Background: an optimization exercise with open tools, aiming at small area, a short achievable clock period and few clock cycles per item. Do not read the settings as production practice.
In this exercise RTL edits were held to simulation tests only and were not proved equivalent to the original.

File: design/flow/config.mk
export PLATFORM = sky130hd
export DESIGN_NAME = mac_acc_unit
export DESIGN_NICKNAME = mac_acc_unit
export VERILOG_FILES = /design/flow/design.v
export SDC_FILE = /design/flow/constraint.sdc
export NUM_CORES = 4
export LEC_CHECK = 0
export CAP_MARGIN = 20
export CORE_MARGIN = 2
export CORE_UTILIZATION = 55
export PLACE_DENSITY = 0.7
export SETUP_SLACK_MARGIN = 5
export SLEW_MARGIN = 20
File: design/flow/flow/run.sh
#!/bin/bash
set -euo pipefail
bash standard.sh synth > synth.log 2>&1
bash standard.sh SETUP_SLACK_MARGIN=8 finish > layout.log 2>&1
File: design/flow/design.v
module fp_mul_prod (
  input      [31:0]   a,
  input      [31:0]   b,
  output              s,
  output     [9:0]    esum,     
  output     [25:0]   ph,       
  output              pl,       
  output              cn,       
  output              ci,       
  output              cz        
);
  wire [7:0]  ea = a[30:23];
  wire [7:0]  eb = b[30:23];
  wire a_ff = &ea;
  wire b_ff = &eb;
  wire a_fz = ~|a[22:0];
  wire b_fz = ~|b[22:0];
  wire a_zero = ~|ea;
  wire b_zero = ~|eb;
  wire a_nan = a_ff & ~a_fz;
  wire b_nan = b_ff & ~b_fz;
  wire a_inf = a_ff & a_fz;
  wire b_inf = b_ff & b_fz;
  assign s = a[31] ^ b[31];
  assign esum = {2'b00, ea} + {2'b00, eb} - 10'd127;
  wire [47:0] p;
  booth24 u_mul (.a({1'b1, a[22:0]}), .b({1'b1, b[22:0]}), .p(p));
  assign ph = p[47:22];
  assign pl = |p[21:0];
  assign cn = a_nan | b_nan | (a_inf & b_zero) | (b_inf & a_zero);
  assign ci = a_inf | b_inf;
  assign cz = a_zero | b_zero;
endmodule
module fp_mul_round (
  input               s,
  input      [9:0]    esum,
  input      [25:0]   ph,
  input               pl,
  input               cn,
  input               ci,
  input               cz,
  output     [31:0]   res,
  output              rz,
  output              ri,
  output              rn
);
  wire        hi    = ph[25];
  wire [22:0] m_pre = hi ? ph[24:2] : ph[23:1];
  wire        g     = hi ? ph[1] : ph[0];
  wire        st    = hi ? (ph[0] | pl) : pl;
  wire        inc   = g & (st | m_pre[0]);
  wire [23:0] m_rnd = {1'b0, m_pre} + {23'd0, inc};
  wire signed [9:0] e_res = $signed(esum) + $signed({9'd0, hi}) + $signed({9'd0, m_rnd[23]});
  wire ovf = ~e_res[9] & (e_res[8] | (&e_res[7:0]));
  wire unf = e_res[9] | ~|e_res[8:0];
  assign rn = cn;
  assign ri = ~cn & (ci | (~cz & ovf));
  assign rz = ~cn & ~ci & (cz | unf);
  assign res = rn ? 32'h7fc00000 :
               ri ? {s, 8'hff, 23'd0} :
               rz ? {s, 31'd0} :
                    {s, e_res[7:0], m_rnd[22:0]};
endmodule
module booth24 (input [23:0] a, input [23:0] b, output [47:0] p);
  wire [26:0] bb = {2'b00, b, 1'b0};
  reg  [47:0] acc;
  integer i;
  reg n, o, t;
  reg [24:0] mag;
  always @(*) begin
    acc = 48'd0;
    for (i = 0; i < 12; i = i + 1) begin
      n = bb[2*i+2] & ~(bb[2*i+1] & bb[2*i]);
      o = bb[2*i+1] ^ bb[2*i];
      t = (bb[2*i+2] & ~bb[2*i+1] & ~bb[2*i]) | (~bb[2*i+2] & bb[2*i+1] & bb[2*i]);
      mag = o ? {1'b0, a} : t ? {a, 1'b0} : 25'd0;
      acc = acc + ({22'd0, ~n, mag ^ {25{n}}} << (2*i)) + ({47'd0, n} << (2*i));
    end
    acc = acc + ({24'd0, bb[24] ? a : 24'd0} << 24);
    acc = acc + 48'h555556000000 ;
  end
  assign p = acc;
endmodule
module fp_add_core (
  input               sa,
  input      [7:0]    ea,
  input      [23:0]   ma,
  input               za,
  input               ia,
  input               na,
  input               sb,
  input      [7:0]    eb,
  input      [23:0]   mb,
  input               zb,
  input               ib,
  input               nb,
  input      [9:0]    v,        
  input      [9:0]    nv,       
  input      [7:0]    en,       
  output reg [31:0]   res,
  output reg          rz,
  output reg          ri,
  output reg          rn,
  output reg [9:0]    vn,       
  output reg [9:0]    nvn       
);
  wire        sub  = sa ^ sb;
  wire        a_ge = ~v[9];                     
  wire [9:0]  d    = a_ge ? v : nv;             
  wire        d0   = ~|v;
  wire        d1   = (v == 10'd1) | (nv == 10'd1);
  wire        near = sub & (d0 | d1);
  wire [7:0]  emax = a_ge ? ea : eb;
  wire        fsx = a_ge ? sa : sb;
  wire [23:0] fmx = a_ge ? ma : mb;
  wire [23:0] fmy = a_ge ? mb : ma;
  wire [26:0] yf  = {fmy, 3'b000};
  wire        dbig = |d[9:5];
  wire [26:0] ysh = dbig ? 27'd0 : (yf >> d[4:0]);
  wire [26:0] lost_mask = dbig ? 27'h7ffffff : ~(27'h7ffffff << d[4:0]);
  wire        y_st = |(yf & lost_mask);
  wire [26:0] y27 = {ysh[26:1], ysh[0] | y_st};
  wire [26:0] x27 = {fmx, 3'b000};
  wire [27:0] fsum = {1'b0, x27} + ({1'b0, y27} ^ {28{sub}}) + {27'd0, sub};
  reg  [22:0] f_pre;
  reg         f_g, f_st;
  always @(*) begin
    if (fsum[27]) begin
      f_pre = fsum[26:4]; f_g = fsum[3]; f_st = |fsum[2:0];
    end else if (fsum[26]) begin
      f_pre = fsum[25:3]; f_g = fsum[2]; f_st = |fsum[1:0];
    end else begin
      f_pre = fsum[24:2]; f_g = fsum[1]; f_st = fsum[0];
    end
  end
  wire        f_inc = f_g & (f_st | f_pre[0]);
  wire [23:0] f_rnd = {1'b0, f_pre} + {23'd0, f_inc};
  wire        f_cy  = f_rnd[23];
  wire [9:0]  f_e   = {2'b00, emax} + (fsum[27] ? 10'd1 : fsum[26] ? 10'd0 : 10'h3ff);
  wire [9:0]  f_er  = f_e + {9'd0, f_cy};
  wire        f_ovf = ~f_er[9] & (f_er[8] | (&f_er[7:0]));
  wire        f_unf = f_er[9] | ~|f_er[8:0];
  wire [25:0] n_ab = {1'b0, ma, 1'b0} - (d0 ? {1'b0, mb, 1'b0} : {2'b00, mb});
  wire [25:0] n_ba = {1'b0, mb, 1'b0} - (d0 ? {1'b0, ma, 1'b0} : {2'b00, ma});
  wire        n_pick_a = d0 ? ~n_ab[25] : a_ge;
  wire [24:0] nd  = n_pick_a ? n_ab[24:0] : n_ba[24:0];
  wire        nsx = n_pick_a ? sa : sb;
  wire [31:0] nd32 = {nd, 7'h7f};
  wire        z16 = ~|nd32[31:16];
  wire [15:0] t16 = z16 ? nd32[15:0] : nd32[31:16];
  wire        z8  = ~|t16[15:8];
  wire [7:0]  t8  = z8 ? t16[7:0] : t16[15:8];
  wire        z4  = ~|t8[7:4];
  wire [3:0]  t4  = z4 ? t8[3:0] : t8[7:4];
  wire        z2  = ~|t4[3:2];
  wire [1:0]  t2  = z2 ? t4[1:0] : t4[3:2];
  wire        z1  = ~t2[1];
  wire [4:0]  nlz = {z16, z8, z4, z2, z1};
  wire [24:0] ns1 = z16 ? {nd[8:0], 16'd0} : nd;
  wire [24:0] ns2 = z8  ? {ns1[16:0], 8'd0} : ns1;
  wire [24:0] ns3 = z4  ? {ns2[20:0], 4'd0} : ns2;
  wire [24:0] ns4 = z2  ? {ns3[22:0], 2'd0} : ns3;
  wire [24:0] nsh = z1  ? {ns4[23:0], 1'd0} : ns4;
  wire        n_inc = nd[0] & nd[1];                  
  wire [22:0] n_m  = (nlz == 5'd0) ? (nd[23:1] + {22'd0, n_inc}) : nsh[23:1];
  wire [9:0]  n_e  = {2'b00, emax} - {5'd0, nlz};
  wire        n_zero = ~|nd;
  wire        n_unf = n_e[9] | ~|n_e[8:0];
  wire c_nan  = na | nb | (ia & ib & (sa != sb));
  wire c_spec = c_nan | ia | ib | (za & zb);
  always @(*) begin
    rz = 1'b0; ri = 1'b0; rn = 1'b0;
    if (c_nan) begin
      res = 32'h7fc00000; rn = 1'b1;
    end else if (ia) begin
      res = {sa, 8'hff, 23'd0}; ri = 1'b1;
    end else if (ib) begin
      res = {sb, 8'hff, 23'd0}; ri = 1'b1;
    end else if (za && zb) begin
      res = {sa & sb, 31'd0}; rz = 1'b1;
    end else if (za) begin
      res = {sb, eb, mb[22:0]};
    end else if (zb) begin
      res = {sa, ea, ma[22:0]};
    end else if (near) begin
      if (n_zero) begin
        res = 32'h00000000; rz = 1'b1;
      end else if (n_unf) begin
        res = {nsx, 31'd0}; rz = 1'b1;
      end else begin
        res = {nsx, n_e[7:0], n_m};
      end
    end else begin
      if (f_ovf) begin
        res = {fsx, 8'hff, 23'd0}; ri = 1'b1;
      end else if (f_unf) begin
        res = {fsx, 31'd0}; rz = 1'b1;
      end else begin
        res = {fsx, f_er[7:0], f_rnd[22:0]};
      end
    end
  end
  wire [9:0] t  = {2'b00, en} - {2'b00, emax};
  wire [9:0] nt = {2'b00, emax} - {2'b00, en};
  wire [1:0] fsel = fsum[27] ? 2'd2 : fsum[26] ? 2'd1 : 2'd0;    
  reg  [9:0] vf, nvf;
  always @(*) begin
    case ({fsel, f_cy})
      3'b000:  begin vf = t + 10'd1;   nvf = nt - 10'd1; end
      3'b001:  begin vf = t;           nvf = nt;         end
      3'b010:  begin vf = t;           nvf = nt;         end
      3'b011:  begin vf = t - 10'd1;   nvf = nt + 10'd1; end
      3'b100:  begin vf = t - 10'd1;   nvf = nt + 10'd1; end
      default: begin vf = t - 10'd2;   nvf = nt + 10'd2; end
    endcase
  end
  always @(*) begin
    if (za) begin
      vn = {2'b00, en} - {2'b00, eb}; nvn = {2'b00, eb} - {2'b00, en};
    end else if (zb) begin
      vn = {2'b00, en} - {2'b00, ea}; nvn = {2'b00, ea} - {2'b00, en};
    end else if (near) begin
      vn = t + {5'd0, nlz}; nvn = nt - {5'd0, nlz};
    end else begin
      vn = vf; nvn = nvf;
    end
  end
endmodule
module mac_acc_unit (
  input               io_ina_valid,
  output              io_ina_ready,
  input      [31:0]   io_ina_payload,
  input               io_inb_valid,
  output              io_inb_ready,
  input      [31:0]   io_inb_payload,
  output              io_out_valid,
  input               io_out_ready,
  output     [31:0]   io_out_payload,
  input               io_acc_enable,
  input      [15:0]   io_par_acc_cnt,
  input               clk,
  input               reset
);
  reg         a_v, b_v;
  reg  [31:0] a_r, b_r;
  reg         m_v;
  reg         m_s;
  reg  [9:0]  m_e;
  reg  [25:0] m_ph;
  reg         m_pl, m_cn, m_ci, m_cz;
  reg         r_v;
  reg  [31:0] r_r;
  reg         r_z, r_i, r_n;
  reg         q_v;
  reg  [9:0]  q_d, q_nd;   
  reg  [31:0] q_r;
  reg         q_z, q_i, q_n;
  reg         s_s;
  reg  [30:0] s_r;
  reg         s_z, s_i, s_n;
  reg         emp;         
  reg         js;          
  reg         acc_rdy;     
  reg         lastf;       
  reg         donef;       
  reg  [15:0] cnt;         
  reg         o_v;
  reg  [31:0] o_r;
  wire consume  = q_v & acc_rdy;
  wire q_adv    = r_v & (~q_v | acc_rdy);
  wire m_adv    = m_v & (~r_v | ~q_v | acc_rdy);
  wire ab_adv   = a_v & b_v & (~m_v | ~r_v | ~q_v | acc_rdy);
  assign io_ina_ready = ~a_v | ab_adv;
  assign io_inb_ready = ~b_v | ab_adv;
  wire start    = ~js & io_acc_enable & ~o_v;
  wire complete = js & (donef | (consume & lastf));
  wire js_n     = (js & ~complete) | start;
  wire emp_n    = complete | (emp & ~consume);
  wire [15:0] cnt_n = complete ? 16'd0 : (cnt + {15'd0, consume});
  wire donef_n  = ~emp_n & (cnt_n == io_par_acc_cnt);
  wire lastf_n  = ((cnt_n + 16'd1) == io_par_acc_cnt);
  wire acc_rdy_n = emp_n | (js_n & ~donef_n);
  wire        p_s;
  wire [9:0]  p_e;
  wire [25:0] p_ph;
  wire        p_pl, p_cn, p_ci, p_cz;
  fp_mul_prod u_prod (
    .a(a_r), .b(b_r), .s(p_s), .esum(p_e), .ph(p_ph), .pl(p_pl),
    .cn(p_cn), .ci(p_ci), .cz(p_cz));
  wire [31:0] r_w;
  wire        r_z_w, r_i_w, r_n_w;
  fp_mul_round u_round (
    .s(m_s), .esum(m_e), .ph(m_ph), .pl(m_pl), .cn(m_cn), .ci(m_ci), .cz(m_cz),
    .res(r_w), .rz(r_z_w), .ri(r_i_w), .rn(r_n_w));
  wire [31:0] add_w;
  wire        add_z, add_i, add_n;
  wire [9:0]  add_vn, add_nvn;
  fp_add_core u_add (
    .sa(q_r[31]), .ea(q_r[30:23]), .ma({~q_z, q_r[22:0]}), .za(q_z), .ia(q_i), .na(q_n),
    .sb(s_s), .eb(s_r[30:23]), .mb({~s_z, s_r[22:0]}), .zb(s_z), .ib(s_i), .nb(s_n),
    .v(q_d), .nv(q_nd), .en(r_r[30:23]),
    .res(add_w), .rz(add_z), .ri(add_i), .rn(add_n), .vn(add_vn), .nvn(add_nvn));
  always @(posedge clk or posedge reset) begin
    if (reset) begin
      a_v <= 1'b0;
      b_v <= 1'b0;
      m_v <= 1'b0;
      r_v <= 1'b0;
      q_v <= 1'b0;
      emp <= 1'b1;
      js <= 1'b0;
      acc_rdy <= 1'b1;
      lastf <= 1'b0;
      donef <= 1'b0;
      cnt <= 16'd0;
      o_v <= 1'b0;
      s_s <= 1'b0;
      s_z <= 1'b1;
      s_i <= 1'b0;
      s_n <= 1'b0;
    end else begin
      if (io_ina_ready) a_v <= io_ina_valid;
      if (io_inb_ready) b_v <= io_inb_valid;
      if (ab_adv) m_v <= 1'b1; else if (m_adv) m_v <= 1'b0;
      if (m_adv) r_v <= 1'b1; else if (q_adv) r_v <= 1'b0;
      if (q_adv) q_v <= 1'b1; else if (consume) q_v <= 1'b0;
      emp <= emp_n;
      js <= js_n;
      acc_rdy <= acc_rdy_n;
      lastf <= lastf_n;
      donef <= donef_n;
      cnt <= cnt_n;
      if (complete) o_v <= 1'b1; else if (io_out_ready) o_v <= 1'b0;
      if (complete) begin
        s_s <= 1'b0; s_z <= 1'b1; s_i <= 1'b0; s_n <= 1'b0;
      end else if (consume) begin
        s_s <= add_w[31]; s_z <= add_z; s_i <= add_i; s_n <= add_n;
      end
    end
  end
  always @(posedge clk) begin
    if (io_ina_ready) a_r <= io_ina_payload;
    if (io_inb_ready) b_r <= io_inb_payload;
    if (ab_adv) begin
      m_s <= p_s; m_e <= p_e; m_ph <= p_ph; m_pl <= p_pl;
      m_cn <= p_cn; m_ci <= p_ci; m_cz <= p_cz;
    end
    if (m_adv) begin
      r_r <= r_w; r_z <= r_z_w; r_i <= r_i_w; r_n <= r_n_w;
    end
    if (q_adv) begin
      q_r <= r_r; q_z <= r_z; q_i <= r_i; q_n <= r_n;
    end
    if (consume) begin
      q_d <= add_vn; q_nd <= add_nvn;
    end else if (q_adv) begin
      q_d <= {2'b00, r_r[30:23]} - {2'b00, s_r[30:23]};
      q_nd <= {2'b00, s_r[30:23]} - {2'b00, r_r[30:23]};
    end
    if (consume) begin
      s_r <= add_w[30:0];
    end
    if (complete) o_r <= consume ? add_w : {s_s, s_r};
  end
  assign io_out_valid = o_v;
  assign io_out_payload = o_r;
endmodule
File: design/flow/constraint.sdc
create_clock -name core_clock -period 15.0 [get_ports {clk}]
set_input_delay 3.0000 -clock core_clock [delete_from_list [all_inputs] [get_ports {clk}]]
set_output_delay 3.0000 -clock core_clock [all_outputs]
set_load 0.01 [all_outputs]
File: design/flow/standard.sh
#!/bin/bash
# synth_recipe.tcl (not shown) runs the flow's synth.tcl, then flattens the netlist and writes it again
# the make line also repeats each setting of config.mk as NAME=value (left out here)
make -C /OpenROAD-flow-scripts/flow DESIGN_CONFIG=/design/flow/config.mk WORK_HOME=/design/flow/orfs CLKGATE_MAP_FILE= SYNTH_SCRIPT=/design/flow/synth_recipe.tcl "${@:-finish}"
==> results of run 1 <==
final timing paths:
path                       depth (start not counted)  startpoint       end  slack (ns)
setup / recovery                                  40      b_r[5]  m_ph[25]        4.75
hold / removal                                     0      r_r[8]    q_r[8]        0.42
setup reg to reg                                  40      b_r[5]  m_ph[25]        4.75
hold reg to reg                                    0      r_r[8]    q_r[8]        0.42
max in group asynchronous                          3       reset       s_z       11.81
min in group asynchronous                          3       reset     lastf        2.80
placed cells by master, fill, tap and decap left out, types with 80 or more instances in the layout:
cell | netlist | final
sky130_fd_sc_hd__nor3_1 | 143 | 118
sky130_fd_sc_hd__a22oi_1 | 226 | 218
sky130_fd_sc_hd__clkdlybuf4s50_1 | 0 | 120
sky130_fd_sc_hd__ha_4 | 0 | 80
sky130_fd_sc_hd__a21oi_1 | 308 | 201
sky130_fd_sc_hd__fa_1 | 244 | 215
sky130_fd_sc_hd__a21o_1 | 103 | 101
sky130_fd_sc_hd__nand2_1 | 408 | 390
sky130_fd_sc_hd__nand3_1 | 124 | 117
sky130_fd_sc_hd__inv_1 | 360 | 323
sky130_fd_sc_hd__xor2_1 | 284 | 275
sky130_fd_sc_hd__edfxtp_1 | 257 | 257
sky130_fd_sc_hd__o21ai_0 | 287 | 188
sky130_fd_sc_hd__ha_1 | 376 | 277
sky130_fd_sc_hd__xnor2_1 | 338 | 300
sky130_fd_sc_hd__nor2_1 | 335 | 302
sky130_fd_sc_hd__buf_4 | 12 | 453
sky130_fd_sc_hd__mux2i_1 | 163 | 140
synthesized netlist by cell type (26+ instances only):
library cell                 n  area (um^2)
sky130_fd_sc_hd__nand2_1   408         1530
sky130_fd_sc_hd__ha_1      376         4700
sky130_fd_sc_hd__inv_1     360         1350
sky130_fd_sc_hd__xnor2_1   338         2960
sky130_fd_sc_hd__nor2_1    335         1260
sky130_fd_sc_hd__a21oi_1   308         1540
sky130_fd_sc_hd__o21ai_0   287         1440
sky130_fd_sc_hd__xor2_1    284         2490
sky130_fd_sc_hd__clkbuf_1  279         1050
sky130_fd_sc_hd__edfxtp_1  257         7720
sky130_fd_sc_hd__fa_1      244         4880
sky130_fd_sc_hd__a22oi_1   226         1700
sky130_fd_sc_hd__mux2i_1   163         1630
sky130_fd_sc_hd__nor3_1    143          716
sky130_fd_sc_hd__nand3_1   124          621
sky130_fd_sc_hd__a21o_1    103          773
sky130_fd_sc_hd__nor2b_1    77          482
sky130_fd_sc_hd__mux2_2     69          777
sky130_fd_sc_hd__nand2b_1   68          425
sky130_fd_sc_hd__and3_1     62          388
sky130_fd_sc_hd__a31oi_1    60          375
sky130_fd_sc_hd__a211oi_1   53          398
sky130_fd_sc_hd__o31ai_1    51          383
sky130_fd_sc_hd__o22ai_1    49          307
sky130_fd_sc_hd__nor4_1     48          300
sky130_fd_sc_hd__o211ai_1   38          285
sky130_fd_sc_hd__o21bai_1   38          285
sky130_fd_sc_hd__buf_1      37          139
sky130_fd_sc_hd__nand4_1    37          231
sky130_fd_sc_hd__or3_1      37          231
sky130_fd_sc_hd__o21a_1     32          240
sky130_fd_sc_hd__and2_1     31          194
sky130_fd_sc_hd__dfrtp_1    28          701
sky130_fd_sc_hd__buf_2      26          130
flip-flops by register name, indices dropped and copies added, names as in the netlist, 9 cells and up:
| signal | flops |
|---|---|
| q_nd | 9 |
| o_r | 32 |
| cnt | 16 |
| q_r | 32 |
| m_e | 10 |
| s_r | 31 |
| b_r | 32 |
| a_r | 32 |
| q_d | 10 |
| m_ph | 26 |
| r_r | 32 |
metrics by stage:
stage | utilization | area (um^2) | setup slack [ns]
after global placement | 0.587 | 49100 | 3.58
after CTS | 0.683 | 57000 | 4.97
after floorplan | - | 47300 | 5.53
after detailed placement | 0.587 | 49100 | 3.66
after global routing | 0.715 | 59800 | 4.44
final | 0.715 | 59800 | 4.75
kinds of logic after synthesis:
kind of cell,after synthesis,synth area share
simple gates,1479,0.156
mux,244,0.0573
compound gates,1507,0.217
flops,288,0.183
xor+xnor,622,0.117
fa+ha+maj,620,0.207
buf+inv,733,0.0618
routing by layer:
layer,part of all wire,global-route usage,routed length [um],up-vias
met5,0.00015,0,28,-
met4,0.097,0.330,18700,4
met3,0.11,0.0994,21700,1059
met2,0.44,0.673,85500,3419
met1,0.35,0.498,66900,22488
li1,-,-,-,20701
area by class of cell:
type / count / area (um^2) / share of cell area
repair buffers: 717 / 7050 / 0.118
clock inverters: 23 / 254 / 0.00425
inverters: 371 / 1450 / 0.0242
multi-input cells: 4477 / 40100 / 0.670
diodes: 9 / 22.5 / 0.000377
flip-flops and latches: 288 / 8500 / 0.142
well taps: 1080 / 1350 / 0.0226
clock buffers: 51 / 1080 / 0.0181
what timing repair did:
item / CTS / global route
endpoints found under the setup margin: 137 / 141
hold buffers: 0 / 0
buffers inserted: 325 / 118
gates cloned: 31 / 6
pin swaps: 366 / 289
resized for setup: 701 / 334
==> summary.txt, run 1 <==
Routing
  • Router iterations before antenna repair: 8
  • Post-Route WL: between 150000 and 200000 um
  • Average routed wire per standard cell: approximately 27 um
  • Number of nets with antenna violations after routing: 0
  • Post-route DRC violation count: 0
  • Violation count after the first detailed-routing iteration: 5739
  • Via Count: ~48000
  • Avg Vias per Cell: 6.79

Clock tree
  • Clock latency on the worst-skew pair: around 0.6 ns
  • TritonCTS clock tree: yes
  • Number of clock buffers inserted by TritonCTS: 40
  • Clock-pin slew of the registers on the worst-case setup and hold paths: about 0.060 ns
  • Clock root buffer: sky130_fd_sc_hd__clkbuf_16
  • Maximum clock path buffer count: 3
  • Total number of H-tree levels: 2
  • Clock sink total: approximately 290

Timing
  • Hold slack final: between 0.4 and 0.5 ns
  • Final Slew Violations: 0
  • Setup TNS: 0 ns
  • Portion of the clock cycle consumed by the worst path in the final layout: 0.683
  • Final critical path time including I/O delays and setup: roughly 10 ns
  • Max-slew headroom at the worst pin: 0.160
  • Final Skew: between 0.03 and 0.04 ns
  • Number of hold violations in the final report: 0
  • Maximum achievable frequency: between 90 and 100 MHz
  • RSZ-0062 raised after global routing: true
  • Actual slew at the worst max-slew pin: about 1.3 ns
  • Number of setup violations in the final report: 0

Global route
  • Antenna violations before repair: 6
  • GRT Util Overall: 0.425
  • Final global-route overflow total: 0
  • Maximum number of pins on one net before global-route repair: 66
  • Vias in the first global route: between 40000 and 50000
  • First-pass GRT wire length: 281000 um

Worst setup path
  • Slowest CP cell: sky130_fd_sc_hd__fa_1
  • Data arrival, critical path: about 11 ns
  • Type of the setup path with the least slack: reg -> reg
  • Number of buffers and inverters on the critical path: 8
  • Endpoint kind of the worst setup timing path: flip-flop
  • Type of origin of the critical path: flip-flop
  • Family with the most delay on the worst path: adder cells
  • Delay of the slowest cell on the worst path: approximately 0.57 ns
  • Maximum fanout along the worst path: 11
  • Required time of the critical path: about 15 ns

Logic synthesis
  • Post-synthesis register bit count: ~290
  • Cell variety after synth: approximately 110
  • Warnings from Yosys: 3
  • Register area share after synthesis: 0.183
  • Average instance area after synthesis: about 8.4 um^2
  • Post-synth net total: 6199
  • Number of enable-type register cells in the synthesized netlist: 257
  • Top FF cell, synth: sky130_fd_sc_hd__edfxtp_1
  • Mapped Area: between 0.04 and 0.05 mm^2
  • Async S/R FF share, synth: 0.108
  • Cells after synthesis: 5493

Layout
  • Fillers: slightly above 6000
  • Synth-to-layout area growth: 28.9%
  • NumNets Final: ~6600
  • Fraction of final layout cells with drive strength greater than 1: 0.255
  • Non-filler instance count after layout: between 7000 and 8000

Place
  • Routability Congestion: about 1.1
  • Detailed-placement wirelength estimate: about 130000 um
  • Placed cell count: 6453
  • Port Buf Inserts: 120

Die
  • Number of cell rows: about 110
  • Top-Level Pins: around 120
  • Height of the die: 294 um
  • Die span in x: between 200 and 300 um
  • Core footprint: approximately 0.084 mm^2
  • Initial core utilization: 0.555
  • Die area: around 0.087 mm^2

Status
  • Run status: no timing/DRC/antenna violations

Hold path
  • Path category of the worst min-delay check: reg -> reg

Flow run
  • # Max-Cap Violations: 0
Testbench counts, summed over its fixed seeds: cycles 21,443, items 20,434.
==> inputs of run 2 (changes only) <==
==> design/flow/run.sh (new file) <==
#!/bin/bash
# synth_recipe.tcl (not shown) runs the flow's synth.tcl, then flattens the netlist and writes it again
# the make line also repeats each setting of config.mk as NAME=value (left out here)
make -C /OpenROAD-flow-scripts/flow DESIGN_CONFIG=/design/flow/config.mk WORK_HOME=/design/flow/orfs CLKGATE_MAP_FILE= SYNTH_SCRIPT=/design/flow/synth_recipe.tcl finish
removed: design/flow/flow/run.sh
removed: design/flow/standard.sh
==> summary.txt, run 2 <==
Status
  • Run status: no timing/DRC/antenna violations

Clock tree
  • Number of clock buffers inserted by TritonCTS: 34
  • Clock latency on the worst-skew pair: 0.58 ns
  • Number of buffers added to fix hold violations after cts: 0
  • Maximum clock path buffer count: 3
  • TritonCTS clock tree: yes
  • Total number of H-tree levels: 2
  • Clock-pin slew of the registers on the worst-case setup and hold paths: around 0.070 ns
  • Clock sink total: between 200 and 300
  • Clock root buffer: sky130_fd_sc_hd__clkbuf_16

Timing
  • Actual slew at the worst max-slew pin: ~1.2 ns
  • Maximum achievable frequency: 96.7 MHz
  • Final Skew: 0.0389 ns
  • Portion of the clock cycle consumed by the worst path in the final layout: 0.689
  • Number of setup violations in the final report: 0
  • Final Slew Violations: 0
  • Final critical path time including I/O delays and setup: 10.34 ns
  • Number of hold violations in the final report: 0
  • RSZ-0062 raised after global routing: true
  • Setup TNS: 0 ns
  • Max-slew headroom at the worst pin: 0.196
  • Hold slack final: 0.405 ns

Logic synthesis
  • Number of enable-type register cells in the synthesized netlist: around 260
  • Commonest cells in the netlist: sky130_fd_sc_hd__nand2_1 (408), sky130_fd_sc_hd__ha_1 (376), sky130_fd_sc_hd__inv_1 (360)
  • Cell variety after synth: about 110
  • Most used standard cell by instance count after synthesis: sky130_fd_sc_hd__nand2_1
  • Top FF cell, synth: sky130_fd_sc_hd__edfxtp_1
  • Average instance area after synthesis: 8.44 um^2
  • Cell type contributing the most total cell area after synthesis: sky130_fd_sc_hd__edfxtp_1
  • Post-synth net total: around 6200
  • Post-synthesis register bit count: 288
  • Biggest area contributors in the synthesized netlist: sky130_fd_sc_hd__edfxtp_1 (17%), sky130_fd_sc_hd__fa_1 (11%), sky130_fd_sc_hd__ha_1 (10%)
  • Share of Yosys cell area claimed by the top area cell type: 0.166
  • Mapped Area: around 0.046 mm^2
  • Register area share after synthesis: 0.183
  • Cells after synthesis: ~5500
  • Async S/R FF share, synth: 0.108
  • Warnings from Yosys: 3

Worst setup path
  • Type of the setup path with the least slack: reg -> reg
  • Required time of the critical path: around 15 ns
  • Setup slack of the worst register-to-register path: around 4.7 ns
  • Endpoint kind of the worst setup timing path: flip-flop
  • Reg-to-Reg End: m_ph[25]
  • Data arrival, critical path: ~11 ns
  • Maximum fanout along the worst path: 5
  • Slowest CP cell: sky130_fd_sc_hd__fa_1
  • Startpoint of the worst-slack reg-to-reg timing path: b_r[5]
  • Depth of the worst register-to-register path: 41
  • Delay of the slowest cell on the worst path: between 0.5 and 0.6 ns
  • Type of origin of the critical path: flip-flop

Place
  • Port Buf Inserts: between 100 and 150
  • Detailed-placement wirelength estimate: 131000 um
  • Placed standard-cell area: a little under 0.05 mm^2
  • Routability Congestion: approximately 1.0

Layout
  • Fillers: a little under 7000
  • Final std cell area, no fill: 0.0544 mm^2
  • NumNets Final: between 6000 and 7000
  • Leading cell types in the layout, fill and taps excluded: sky130_fd_sc_hd__nand2_1 (401), sky130_fd_sc_hd__inv_1 (345), sky130_fd_sc_hd__nor2_1 (325)
  • Fraction of final layout cells with drive strength greater than 1: 0.155
  • Most common cell after layout, fill and taps aside: sky130_fd_sc_hd__nand2_1
  • Synth-to-layout area growth: 17.2%

Die
  • Height of the die: roughly 290 um
  • Die area: around 0.087 mm^2
  • Top-Level Pins: 121
  • Initial core utilization: 0.555
  • Number of cell rows: 106
  • Core footprint: between 0.08 and 0.09 mm^2
  • Die span in x: 294 um

Hold path
  • Number of stages on the worst hold path: 0
  • Hold Startpoint: r_z
  • Path category of the worst min-delay check: reg -> reg
  • Endpoint of the worst hold-timing path: q_z

Routing
  • Number of nets with antenna violations after routing: 0
  • Average routed wire per standard cell: around 28 um
  • Via Count: ~46000
  • Avg Vias per Cell: slightly below 7
  • Violation count after the first detailed-routing iteration: approximately 5000
  • Post-Route WL: 187000 um
  • Post-route DRC violation count: 0
  • Router iterations before antenna repair: 9

Global route
  • Antenna violations before repair: 5
  • Vias in the first global route: ~43000
  • First-pass GRT wire length: roughly 270000 um
  • GRT Util Overall: 0.411
  • Maximum number of pins on one net before global-route repair: 54
  • Final global-route overflow total: 0

Flow run
  • # Max-Cap Violations: 0
-- run 2: final cells by class --
type | count | area [um^2] | area share
antenna | 4 | 10.0 | 0.000184
clock buffer | 38 | 890 | 0.0164
clock inverter | 23 | 298 | 0.00548
inverter | 371 | 1420 | 0.0261
multi-input combinational | 4473 | 37200 | 0.684
sequential | 288 | 8500 | 0.156
tap | 1080 | 1350 | 0.0249
timing repair buffer | 468 | 4710 | 0.0866
-- run 2: repair_timing --
| item | CTS | global route |
|---|---|---|
| gates resized for setup | 289 | 220 |
| setup buffers | 96 | 105 |
| pin swaps | 120 | 111 |
| endpoints found under the setup margin | 95 | 84 |
| gates cloned | 12 | 11 |
-- run 2: kinds of logic (layout without fill, tap and decap cells) --
| logic type | Yosys count | count (layout) | synth area share |
|---|---|---|---|
| adders and majority gates | 620 | 620 | 0.207 |
| buffers and inverters | 733 | 900 | 0.0618 |
| and+or+nand+nor | 1479 | 1479 | 0.156 |
| muxes | 244 | 244 | 0.0573 |
| other | 0 | 4 | 0 |
| AOI/OAI and AO/OA | 1507 | 1508 | 0.217 |
| DFF | 288 | 288 | 0.183 |
| xor gates and xnor gates | 622 | 622 | 0.117 |
-- run 2: stage by stage --
| stage | utilization | cells | worst slack [ns] |
|---|---|---|---|
| 6_report | 0.651 | 6745 | 4.66 |
| 4_1_cts | 0.625 | 6625 | 4.98 |
| 3_3_place_gp | 0.581 | 6456 | 3.22 |
| 5_1_grt | 0.650 | 6741 | 4.43 |
| 2_1_floorplan | - | 5493 | 5.00 |
| 3_5_place_dp | 0.581 | 6456 | 3.17 |
-- run 2: worst max-delay path by stage --
stage | cells after the start | to | start
2_1_floorplan | 45 | m_ph[25] | b_r[15]
3_3_place_gp | 41 | m_ph[25] | b_r[15]
3_5_place_dp | 41 | m_ph[25] | b_r[15]
4_1_cts | 41 | m_ph[25] | b_r[5]
5_1_grt | 46 | m_ph[25] | b_r[5]
6_report | 41 | m_ph[25] | b_r[5]
-- run 2: per-layer routing --
| metal | vias up | global-route usage | wire length, um |
|---|---|---|---|
| met1 | 21913 | 0.478 | 65600 |
| met3 | 956 | 0.0799 | 18700 |
| li1 | 20144 | - | - |
| met2 | 2906 | 0.656 | 82700 |
| met5 | - | 0 | 25 |
| met4 | 4 | 0.345 | 20300 |
-- run 2: worst max-delay path, delay by kind of cell, from the launching register on --
kind,cells,cell delay (ns)
DFF,1,0.43
and+or+nand+nor,2,0.75
adders and majority gates,10,4.31
buffers and inverters,8,0.74
xor gates and xnor gates,3,0.44
AOI/OAI and AO/OA,18,3.39

==> static timing again, ports no longer ideal <==
The results above use ideal ports. As a check the final layouts listed here were re-extracted and re-timed, cells and wires unchanged.
Step 1: set_driving_cell puts a clkbuf_16 on clk and a buf_2 on each other input, an assumption about the parent block.
Step 2 times the ports against the registers' clock, not the clock port: input delays grow and output delays shrink by t, the midpoint of the rising clock arrivals with the driver on.
a / b / c = ideal / step 1 / step 2; a / b = the first two.
| run | t (ns) | setup WS [ns] | hold WS [ns] | worst register clock-pin slew, ns | worst data-port slew with drivers (ns) |
|---|---|---|---|---|---|
| run 1 | 0.657 | 4.752 / 4.752 / 4.752 | 0.420 / 0.420 / 0.420 | 0.07 / 0.07 | 0.13 |
| run 2 | 0.627 | 4.663 / 4.663 / 4.663 | 0.405 / 0.405 / 0.405 | 0.07 / 0.07 | 0.10 |
After both steps setup and hold are still met in every run listed.
